Context: an optimization exercise on an open-source flow, tuned for small area and a short achievable clock period. The choices shown serve that exercise and are no tape-out recipe. No activity file was given, so power comes from the tool's default toggle rates.

== xenon ==
// simple_debug
module simple_debug(
   input wire [15:0] data_i,
   output wire [15:0] data_o,
   input wire [24:0] addr_i,
   input wire read_i,
   input wire write_i,
   input wire [1:0] cs_i,
   input wire clk_i,
   input wire reset_i,
   input wire irq_i,
   output wire irq_o,
   output wire [4:0] leds_o
);
   reg stage_1, stage_2, stage_3;
   reg [15:0] counter;
   reg [15:0] data_q;
   reg irq;
   reg led;
   wire chip_select = cs_i[0] & cs_i[1];
   wire [25:0] a = {cs_i[0], addr_i};
   wire ram_accessed = (a[25:6] == 20'h80);
   wire clear_irq = (a == 26'h0);
   wire access = ~stage_2 & stage_3;
   reg p_wr, p_rd, p_rst;
   reg [4:0] p_addr;
   reg [15:0] p_data;
   reg [15:0] rd_q;         
   wire p_read = p_rd & ~p_rst;
   wire [32:0] rsel = {~p_rd & ~p_rst, {32{p_read}} & (32'b1 << p_addr)};
   wire [15:0] rd_now;
   SimpleRam RAM0(.clk_i(clk_i), .wr_i(p_wr), .waddr_i(p_addr), .wdata_i(p_data),
                  .rsel_i(rsel), .hold_i(rd_q), .rdata_o(rd_now));
   assign data_o = data_q;
   assign irq_o = irq;
   assign leds_o = {led, irq_i, counter[15], counter[0], 1'b1};
   always @ (posedge clk_i)
   begin
      p_wr <= reset_i & ~write_i & ram_accessed;
      p_rd <= ~read_i & ram_accessed;
      p_rst <= ~reset_i;
      p_addr <= addr_i[5:1];
      p_data <= data_i;
      rd_q <= rd_now;
      if (!reset_i)
      begin
         counter <= 0;
         stage_3 <= 0;
         stage_2 <= 0;
         stage_1 <= 0;
         data_q <= 0;
         irq <= 0;
      end
      else
      begin
         if (&counter)
            irq <= 1;
         counter <= counter + 1;
         stage_3 <= stage_2;
         stage_2 <= stage_1;
         stage_1 <= chip_select;
         if (access)
         begin
            if (!read_i)
               data_q <= ram_accessed ? rd_now : (addr_i[15:0] | {15'b0, cs_i[0]});
            if (!write_i && !ram_accessed)
            begin
               if (clear_irq)
                  irq <= data_i[0];
               else
                  led <= data_i[0];
            end
         end
      end
   end
endmodule
==> module simple_debug, before the edit <==
module simple_debug(
   input wire [15:0] data_i,
   output wire [15:0] data_o,
   input wire [24:0] addr_i,
   input wire read_i,
   input wire write_i,
   input wire [1:0] cs_i,
   input wire clk_i,
   input wire reset_i,
   input wire irq_i,
   output wire irq_o,
   output wire [4:0] leds_o
);
   reg stage_1, stage_2, stage_3;
   reg [15:0] counter;
   reg [15:0] data_q;
   reg irq;
   reg led;
   wire chip_select = cs_i[0] & cs_i[1];
   wire [25:0] a = {cs_i[0], addr_i};
   wire ram_accessed = (a[25:6] == 20'h80);
   wire clear_irq = (a == 26'h0);
   wire access = ~stage_2 & stage_3;
   reg p_wr, p_rd, p_rst;
   reg [4:0] p_addr;
   reg [15:0] p_data;
   reg [15:0] rd_q;         
   wire p_read = p_rd & ~p_rst;
   wire [32:0] rsel = {~p_rd & ~p_rst, {32{p_read}} & (32'b1 << p_addr)};
   wire [15:0] rd_now;
   SimpleRam RAM0(.clk_i(clk_i), .wr_i(p_wr), .waddr_i(p_addr), .wdata_i(p_data),
                  .rsel_i(rsel), .hold_i(rd_q), .rdata_o(rd_now));
   assign data_o = data_q;
   assign irq_o = irq;
   assign leds_o = {led, irq_i, counter[15], counter[0], 1'b1};
   always @ (posedge clk_i)
   begin
      p_wr <= reset_i & ~write_i & ram_accessed;
      p_rd <= ~read_i & ram_accessed;
      p_rst <= ~reset_i;
      p_addr <= addr_i[5:1];
      p_data <= data_i;
      rd_q <= rd_now;
      if (!reset_i)
      begin
         counter <= 0;
         stage_3 <= 0;
         stage_2 <= 0;
         stage_1 <= 0;
         data_q <= 0;
         irq <= 0;
      end
      else
      begin
         if (&counter)
            irq <= 1;
         counter <= counter + 1;
         stage_3 <= stage_2;
         stage_2 <= stage_1;
         stage_1 <= chip_select;
         if (access)
         begin
            if (!read_i)
               data_q <= ram_accessed ? rd_now : (addr_i[15:0] | {15'b0, cs_i[0]});
            if (!write_i && !ram_accessed)
            begin
               if (clear_irq)
                  irq <= data_i[0];
               else
                  led <= data_i[0];
            end
         end
      end
   end
endmodule
export LEC_CHECK = 0
export CAP_MARGIN = 20
export CORE_MARGIN = 2
export CORE_UTILIZATION = 40
export SETUP_SLACK_MARGIN = 1.2
export SLEW_MARGIN = 20
export SYNTH_HIERARCHICAL = 1
create_clock -name core_clock -period 3.0 [get_ports {clk_i}]
run.sh (not shown) runs the stock make flow with config.mk's settings and CLKGATE_MAP_FILE= SYNTH_SCRIPT=/design/flow/synth_recipe.tcl, a recipe that flattens the netlist after the stock synthesis.
xenon did not stop at any stage, and its layout met the timing, DRC and antenna checks.
### xenon -> cedar
diff --git a/flow/design.v b/flow/design.v
--- a/flow/design.v
+++ b/flow/design.v
@@ -60,36 +60,29 @@
 );
    reg stage_1, stage_2, stage_3;
    reg [15:0] counter;
    reg [15:0] data_q;
    reg irq;
    reg led;
+   reg [15:0] rd_q;         
    wire chip_select = cs_i[0] & cs_i[1];
    wire [25:0] a = {cs_i[0], addr_i};
    wire ram_accessed = (a[25:6] == 20'h80);
    wire clear_irq = (a == 26'h0);
    wire access = ~stage_2 & stage_3;
-   reg p_wr, p_rd, p_rst;
-   reg [4:0] p_addr;
-   reg [15:0] p_data;
-   reg [15:0] rd_q;         
-   wire p_read = p_rd & ~p_rst;
-   wire [32:0] rsel = {~p_rd & ~p_rst, {32{p_read}} & (32'b1 << p_addr)};
+   wire ram_rd = reset_i & ~read_i & ram_accessed;
+   wire ram_wr = reset_i & ~write_i & ram_accessed;
+   wire [32:0] rsel = {reset_i & ~ram_rd, {32{ram_rd}} & (32'b1 << addr_i[5:1])};
    wire [15:0] rd_now;
-   SimpleRam RAM0(.clk_i(clk_i), .wr_i(p_wr), .waddr_i(p_addr), .wdata_i(p_data),
+   SimpleRam RAM0(.clk_i(clk_i), .wr_i(ram_wr), .waddr_i(addr_i[5:1]), .wdata_i(data_i),
                   .rsel_i(rsel), .hold_i(rd_q), .rdata_o(rd_now));
    assign data_o = data_q;
    assign irq_o = irq;
    assign leds_o = {led, irq_i, counter[15], counter[0], 1'b1};
    always @ (posedge clk_i)
    begin
-      p_wr <= reset_i & ~write_i & ram_accessed;
-      p_rd <= ~read_i & ram_accessed;
-      p_rst <= ~reset_i;
-      p_addr <= addr_i[5:1];
-      p_data <= data_i;
       rd_q <= rd_now;
       if (!reset_i)
       begin
          counter <= 0;
          stage_3 <= 0;
          stage_2 <= 0;
@@ -105,13 +98,13 @@
          stage_3 <= stage_2;
          stage_2 <= stage_1;
          stage_1 <= chip_select;
          if (access)
          begin
             if (!read_i)
-               data_q <= ram_accessed ? rd_now : (addr_i[15:0] | {15'b0, cs_i[0]});
+               data_q <= ram_accessed ? rd_q : (addr_i[15:0] | {15'b0, cs_i[0]});
             if (!write_i && !ram_accessed)
             begin
                if (clear_irq)
                   irq <= data_i[0];
                else
                   led <= data_i[0];
Notes after the runs:
On post-layout worst setup margin: between xenon and cedar, it ends up lower for xenon.
Proportion of layout cells with a drive suffix above 1: higher on cedar
Diff xenon..cedar | I/O pin count | unchanged
On core utilization: cedar sits above xenon.
Looking at TritonCTS buffer count, cedar sits about 3.4% lower than xenon does.
Wire length of the first global-routing pass was higher in cedar than in xenon.
| via count of the first global-routing pass | higher: cedar |
No run of this note included a check of the RTL's function; only the layout flow was run.


The RTL this note starts from:
==> flow/design.v <==
module SdOai22(input wire a1, a2, b1, b2, output wire y);
   assign y = ~((a1 | a2) & (b1 | b2));
endmodule
module SdNand4(input wire a, b, c, d, output wire y);
   assign y = ~(a & b & c & d);
endmodule
module SdNand2(input wire a, b, output wire y);
   assign y = ~(a & b);
endmodule
module SdNor4(input wire a, b, c, d, output wire y);
   assign y = ~(a | b | c | d);
endmodule
module SdNor3(input wire a, b, c, output wire y);
   assign y = ~(a | b | c);
endmodule
module SdNor2(input wire a, b, output wire y);
   assign y = ~(a | b);
endmodule
module SdNand3(input wire a, b, c, output wire y);
   assign y = ~(a & b & c);
endmodule
module SdAnd2(input wire a, b, output wire y);
   assign y = a & b;
endmodule
module SdInv(input wire a, output wire y);
   assign y = ~a;
endmodule
module SimpleRamDecode(
   input wire cs0_i,
   input wire [24:0] addr_i,
   input wire write_i,             
   input wire reset_i,             
   output wire inwin_o,
   output wire [31:0] wsel_o,
   output wire [31:0] rsel_n_o
);
   wire [9:0] z;
   wire an13;
   SdInv a13inv(.a(addr_i[13]), .y(an13));
   SdNor2 z0(.a(cs0_i), .b(addr_i[24]), .y(z[0]));
   SdNor2 z1(.a(addr_i[23]), .b(addr_i[22]), .y(z[1]));
   SdNor2 z2(.a(addr_i[21]), .b(addr_i[20]), .y(z[2]));
   SdNor2 z3(.a(addr_i[19]), .b(addr_i[18]), .y(z[3]));
   SdNor2 z4(.a(addr_i[17]), .b(addr_i[16]), .y(z[4]));
   SdNor2 z5(.a(addr_i[15]), .b(addr_i[14]), .y(z[5]));
   SdNor2 z6(.a(addr_i[12]), .b(addr_i[11]), .y(z[6]));
   SdNor2 z7(.a(addr_i[10]), .b(addr_i[9]), .y(z[7]));
   SdNor2 z8(.a(addr_i[8]), .b(addr_i[7]), .y(z[8]));
   SdNor2 z9(.a(addr_i[6]), .b(an13), .y(z[9]));
   wire hA, hB, hC;                
   SdNand4 hAg(.a(z[0]), .b(z[1]), .c(z[2]), .d(z[3]), .y(hA));
   SdNand4 hBg(.a(z[4]), .b(z[5]), .c(z[6]), .d(z[7]), .y(hB));
   SdNand2 hCg(.a(z[8]), .b(z[9]), .y(hC));
   SdNor3 inw(.a(hA), .b(hB), .c(hC), .y(inwin_o));
   wire reset_n, wr, wrc_n;        
   SdInv rinv(.a(reset_i), .y(reset_n));
   SdNor2 wrg(.a(reset_n), .b(write_i), .y(wr));
   SdNand3 wrcg(.a(wr), .b(z[8]), .c(z[9]), .y(wrc_n));
   wire [5:1] an;
   genvar i;
   generate
      for (i = 1; i <= 5; i = i + 1) begin : ainv
         SdInv inv(.a(addr_i[i]), .y(an[i]));
      end
   endgenerate
   wire [7:0] d3n, pb, rb;
   generate
      for (i = 0; i < 8; i = i + 1) begin : pre3
         SdNand3 n(.a(i & 4 ? addr_i[5] : an[5]), .b(i & 2 ? addr_i[4] : an[4]),
                   .c(i & 1 ? addr_i[3] : an[3]), .y(d3n[i]));
         SdInv r(.a(d3n[i]), .y(rb[i]));
         SdNor3 w(.a(wrc_n), .b(d3n[i]), .c(hA), .y(pb[i]));
      end
   endgenerate
   wire [3:0] pa, ra;
   generate
      for (i = 0; i < 4; i = i + 1) begin : pre2
         SdNor3 w(.a(i & 2 ? an[2] : addr_i[2]), .b(i & 1 ? an[1] : addr_i[1]), .c(hB), .y(pa[i]));
         SdNor2 r(.a(i & 2 ? an[2] : addr_i[2]), .b(i & 1 ? an[1] : addr_i[1]), .y(ra[i]));
      end
   endgenerate
   generate
      for (i = 0; i < 32; i = i + 1) begin : sel
         SdAnd2 w(.a(pa[i & 3]), .b(pb[i >> 2]), .y(wsel_o[i]));
         SdNand2 r(.a(ra[i & 3]), .b(rb[i >> 2]), .y(rsel_n_o[i]));
      end
   endgenerate
endmodule
module SimpleRam(
   input wire clk_i,
   input wire [31:0] wsel_i,       
   input wire rd_i,                
   input wire clr_i,               
   input wire [31:0] rsel_n_i,     
   input wire [15:0] data_i,
   output reg [15:0] data_o
);
   reg [15:0] storage[31:0];
   genvar w;
   generate
      for (w = 0; w < 32; w = w + 1) begin : wr
         always @ (posedge clk_i)
            if (wsel_i[w])
               storage[w] <= data_i;
      end
   endgenerate
   wire [15:0] word;
   genvar b, g;
   generate
      for (b = 0; b < 16; b = b + 1) begin : bits
         wire [31:0] col;
         wire [15:0] p;
         wire [7:0] q;
         wire [1:0] r;
         for (g = 0; g < 32; g = g + 1) begin : words
            assign col[g] = storage[g][b];
         end
         for (g = 0; g < 16; g = g + 1) begin : pairs
            SdOai22 oai(.a1(col[2*g]), .a2(rsel_n_i[2*g]), .b1(col[2*g+1]), .b2(rsel_n_i[2*g+1]),
                        .y(p[g]));
         end
         for (g = 0; g < 7; g = g + 1) begin : quads
            SdNor2 nor2(.a(p[2*g]), .b(p[2*g+1]), .y(q[g]));
         end
         SdNor3 clr(.a(p[14]), .b(p[15]), .c(clr_i), .y(q[7]));
         SdNand4 n0(.a(q[0]), .b(q[1]), .c(q[2]), .d(q[3]), .y(r[0]));
         SdNand4 n1(.a(q[4]), .b(q[5]), .c(q[6]), .d(q[7]), .y(r[1]));
         SdNor2 out(.a(r[0]), .b(r[1]), .y(word[b]));
      end
   endgenerate
   always @ (posedge clk_i)
   begin
      if (rd_i)
         data_o <= word;
   end
endmodule
`timescale 1ns / 1ps
module simple_debug(
   input wire [15:0] data_i,
   output wire [15:0] data_o,
   input wire [24:0] addr_i,
   input wire read_i,
   input wire write_i,
   input wire [1:0] cs_i,
   input wire clk_i,
   input wire reset_i,
   input wire irq_i,
   output wire irq_o,
   output wire [4:0] leds_o
);
   reg stage_1, stage_2, stage_3;
   reg [15:0] counter;
   reg [15:0] data_q;
   reg irq;
   reg led;
   wire chip_select = cs_i[0] & cs_i[1];
   wire [25:0] a = {cs_i[0], addr_i};
   wire ram_accessed;
   wire [31:0] wsel, rsel_n;
   SimpleRamDecode DEC(.cs0_i(cs_i[0]), .addr_i(addr_i), .write_i(write_i), .reset_i(reset_i),
                       .inwin_o(ram_accessed), .wsel_o(wsel), .rsel_n_o(rsel_n));
   wire clear_irq = (a == 26'h0);
   wire access = ~stage_2 & stage_3;
   wire [15:0] ram_d;
   SimpleRam RAM0(.clk_i(clk_i),
                  .wsel_i(wsel),
                  .rd_i(~reset_i | (~read_i & ram_accessed)),
                  .clr_i(~reset_i),
                  .rsel_n_i(rsel_n),
                  .data_i(data_i),
                  .data_o(ram_d));
   assign data_o = data_q;
   assign irq_o = irq;
   assign leds_o = {led, irq_i, counter[15], counter[0], 1'b1};
   always @ (posedge clk_i)
   begin
      if (!reset_i)
      begin
         counter <= 0;
         stage_3 <= 0;
         stage_2 <= 0;
         stage_1 <= 0;
         data_q <= 0;
         irq <= 0;
      end
      else
      begin
         if (&counter)
            irq <= 1;
         counter <= counter + 1;
         stage_3 <= stage_2;
         stage_2 <= stage_1;
         stage_1 <= chip_select;
         if (access)
         begin
            if (!read_i)
               data_q <= ram_accessed ? ram_d : (addr_i[15:0] | {15'b0, cs_i[0]});
            if (!write_i && !ram_accessed)
            begin
               if (clear_irq)
                  irq <= data_i[0];
               else
                  led <= data_i[0];
            end
         end
      end
   end
endmodule
clock: 3.0 ns
lec_check: 0
cap_margin: 20
core_margin: 2
core_utilization: 40
cts_cluster_diameter: 100
cts_cluster_size: 24
place_density: 0.68
setup_slack_margin: 1.2
slew_margin: 20
synth_hierarchical: 1
standard.sh (not shown) runs the stock make flow with config.mk's settings and CLKGATE_MAP_FILE= SYNTH_SCRIPT=/design/flow/synth_recipe.tcl, a recipe that flattens the netlist after the stock synthesis.
==> flow/flow/run.sh <==
#!/bin/bash
# The standard layout, with the port buffers inserted as buf_2 cells
# instead of the default delay-cell buffers. The whole make output goes to
# standard.log; each ORFS step also writes its own log under orfs/logs.
set -euo pipefail
bash standard.sh "BUFFER_PORTS_ARGS=-buffer_cell sky130_fd_sc_hd__buf_2" finish > standard.log 2>&1
Edit:
--- a/flow/design.v
+++ b/flow/design.v
@@ -18,10 +18,10 @@
 endmodule
 module SdNand3(input wire a, b, c, output wire y);
    assign y = ~(a & b & c);
 endmodule
-module SdAnd2(input wire a, b, output wire y);
-   assign y = a & b;
+module SdAnd3(input wire a, b, c, output wire y);
+   assign y = a & b & c;
 endmodule
 module SdInv(input wire a, output wire y);
    assign y = ~a;
 endmodule
@@ -33,30 +33,22 @@
    output wire inwin_o,
    output wire [31:0] wsel_o,
    output wire [31:0] rsel_n_o
 );
-   wire [9:0] z;
-   wire an13;
-   SdInv a13inv(.a(addr_i[13]), .y(an13));
-   SdNor2 z0(.a(cs0_i), .b(addr_i[24]), .y(z[0]));
-   SdNor2 z1(.a(addr_i[23]), .b(addr_i[22]), .y(z[1]));
-   SdNor2 z2(.a(addr_i[21]), .b(addr_i[20]), .y(z[2]));
-   SdNor2 z3(.a(addr_i[19]), .b(addr_i[18]), .y(z[3]));
-   SdNor2 z4(.a(addr_i[17]), .b(addr_i[16]), .y(z[4]));
-   SdNor2 z5(.a(addr_i[15]), .b(addr_i[14]), .y(z[5]));
-   SdNor2 z6(.a(addr_i[12]), .b(addr_i[11]), .y(z[6]));
-   SdNor2 z7(.a(addr_i[10]), .b(addr_i[9]), .y(z[7]));
-   SdNor2 z8(.a(addr_i[8]), .b(addr_i[7]), .y(z[8]));
-   SdNor2 z9(.a(addr_i[6]), .b(an13), .y(z[9]));
-   wire hA, hB, hC;                
-   SdNand4 hAg(.a(z[0]), .b(z[1]), .c(z[2]), .d(z[3]), .y(hA));
-   SdNand4 hBg(.a(z[4]), .b(z[5]), .c(z[6]), .d(z[7]), .y(hB));
-   SdNand2 hCg(.a(z[8]), .b(z[9]), .y(hC));
-   SdNor3 inw(.a(hA), .b(hB), .c(hC), .y(inwin_o));
-   wire reset_n, wr, wrc_n;        
+   wire [4:0] g;
+   SdNor4 g0(.a(cs0_i), .b(addr_i[24]), .c(addr_i[23]), .d(addr_i[22]), .y(g[0]));
+   SdNor4 g1(.a(addr_i[21]), .b(addr_i[20]), .c(addr_i[19]), .d(addr_i[18]), .y(g[1]));
+   SdNor4 g2(.a(addr_i[17]), .b(addr_i[16]), .c(addr_i[15]), .d(addr_i[14]), .y(g[2]));
+   SdNor4 g3(.a(addr_i[12]), .b(addr_i[11]), .c(addr_i[10]), .d(addr_i[9]), .y(g[3]));
+   SdNor3 g4(.a(addr_i[8]), .b(addr_i[7]), .c(addr_i[6]), .y(g[4]));
+   wire h1, h2;
+   SdNand3 h1g(.a(g[0]), .b(g[1]), .c(g[2]), .y(h1));
+   SdNand3 h2g(.a(g[3]), .b(g[4]), .c(addr_i[13]), .y(h2));
+   SdNor2 inw(.a(h1), .b(h2), .y(inwin_o));
+   wire reset_n, wr, wr_n;         
    SdInv rinv(.a(reset_i), .y(reset_n));
    SdNor2 wrg(.a(reset_n), .b(write_i), .y(wr));
-   SdNand3 wrcg(.a(wr), .b(z[8]), .c(z[9]), .y(wrc_n));
+   SdInv wrinv(.a(wr), .y(wr_n));
    wire [5:1] an;
    genvar i;
    generate
       for (i = 1; i <= 5; i = i + 1) begin : ainv
@@ -65,24 +57,28 @@
    endgenerate
    wire [7:0] d3n, pb, rb;
    generate
       for (i = 0; i < 8; i = i + 1) begin : pre3
+         SdNor3 r(.a(i & 4 ? an[5] : addr_i[5]), .b(i & 2 ? an[4] : addr_i[4]),
+                  .c(i & 1 ? an[3] : addr_i[3]), .y(rb[i]));
          SdNand3 n(.a(i & 4 ? addr_i[5] : an[5]), .b(i & 2 ? addr_i[4] : an[4]),
                    .c(i & 1 ? addr_i[3] : an[3]), .y(d3n[i]));
-         SdInv r(.a(d3n[i]), .y(rb[i]));
-         SdNor3 w(.a(wrc_n), .b(d3n[i]), .c(hA), .y(pb[i]));
+         SdNor2 w(.a(wr_n), .b(d3n[i]), .y(pb[i]));
       end
    endgenerate
    wire [3:0] pa, ra;
    generate
       for (i = 0; i < 4; i = i + 1) begin : pre2
-         SdNor3 w(.a(i & 2 ? an[2] : addr_i[2]), .b(i & 1 ? an[1] : addr_i[1]), .c(hB), .y(pa[i]));
+         SdNor2 w(.a(i & 2 ? an[2] : addr_i[2]), .b(i & 1 ? an[1] : addr_i[1]), .y(pa[i]));
          SdNor2 r(.a(i & 2 ? an[2] : addr_i[2]), .b(i & 1 ? an[1] : addr_i[1]), .y(ra[i]));
       end
    endgenerate
+   wire [1:0] inwh;
+   SdNor2 inw0(.a(h1), .b(h2), .y(inwh[0]));
+   SdNor2 inw1(.a(h1), .b(h2), .y(inwh[1]));
    generate
       for (i = 0; i < 32; i = i + 1) begin : sel
-         SdAnd2 w(.a(pa[i & 3]), .b(pb[i >> 2]), .y(wsel_o[i]));
+         SdAnd3 w(.a(pa[i & 3]), .b(pb[i >> 2]), .c(inwh[i >> 4]), .y(wsel_o[i]));
          SdNand2 r(.a(ra[i & 3]), .b(rb[i >> 2]), .y(rsel_n_o[i]));
       end
    endgenerate
 endmodule
@@ -118,15 +114,14 @@
          for (g = 0; g < 16; g = g + 1) begin : pairs
             SdOai22 oai(.a1(col[2*g]), .a2(rsel_n_i[2*g]), .b1(col[2*g+1]), .b2(rsel_n_i[2*g+1]),
                         .y(p[g]));
          end
-         for (g = 0; g < 7; g = g + 1) begin : quads
+         for (g = 0; g < 8; g = g + 1) begin : quads
             SdNor2 nor2(.a(p[2*g]), .b(p[2*g+1]), .y(q[g]));
          end
-         SdNor3 clr(.a(p[14]), .b(p[15]), .c(clr_i), .y(q[7]));
          SdNand4 n0(.a(q[0]), .b(q[1]), .c(q[2]), .d(q[3]), .y(r[0]));
          SdNand4 n1(.a(q[4]), .b(q[5]), .c(q[6]), .d(q[7]), .y(r[1]));
-         SdNor2 out(.a(r[0]), .b(r[1]), .y(word[b]));
+         SdNor3 clr(.a(r[0]), .b(r[1]), .c(clr_i), .y(word[b]));
       end
    endgenerate
    always @ (posedge clk_i)
    begin
Outcome:
- critical path depth shrinks by 3
- clock skew climbs by 0.0048 ns
- flip-flop and latch count does not change
- setup slack got worse by 0.055 ns
- non-clock buffer count grows by 58
- count of clock-buffer cells in the layout does not change
- global-route usage is higher by 0.37 points
- routed wire length rises by 4.8%
- sequential power hardly moves
- combinational power grows by 13%
- die area barely changes
- hold slack loses 0.014 ns
No functional check of the RTL was part of any run of this note.

-- static timing again, ports no longer ideal --
No port has a modelled driver above. Below, the same layouts with a new extraction and two added sets of constraints.
Step 1 assumes that a clkbuf_16 drives the clock port and a buf_2 every other input.
Step 2 also shifts input and output timing later by t, the mid clock arrival at the registers, as if the neighbouring blocks saw the same clock.
a / b / c = ideal ports / drivers / drivers and shift; a / b = the first two.
| run | t (ns) | setup slack, ns | latest minus earliest clock arrival (ns) | worst slew at a driven data input, ns |
|---|---|---|---|---|
| xenon | 0.671 | 0.296 / 0.296 / 0.296 | 0.023 / 0.023 | 0.06 |
| cedar | 0.673 | 0.511 / 0.515 / -0.158 | 0.056 / 0.056 | 0.06 |
| the first run of note 2 | 0.634 | 1.122 / 1.142 / 0.508 | 0.017 / 0.016 | 0.06 |
| the second run of note 2 | 0.638 | 1.067 / 1.007 / 0.369 | 0.020 / 0.020 | 0.14 |
Met with ideal ports but missed after step 2: setup timing in cedar. The setup slack of the second run of note 2, which loses most, moves by -0.060 ns with the drivers and by -0.698 ns with both steps.
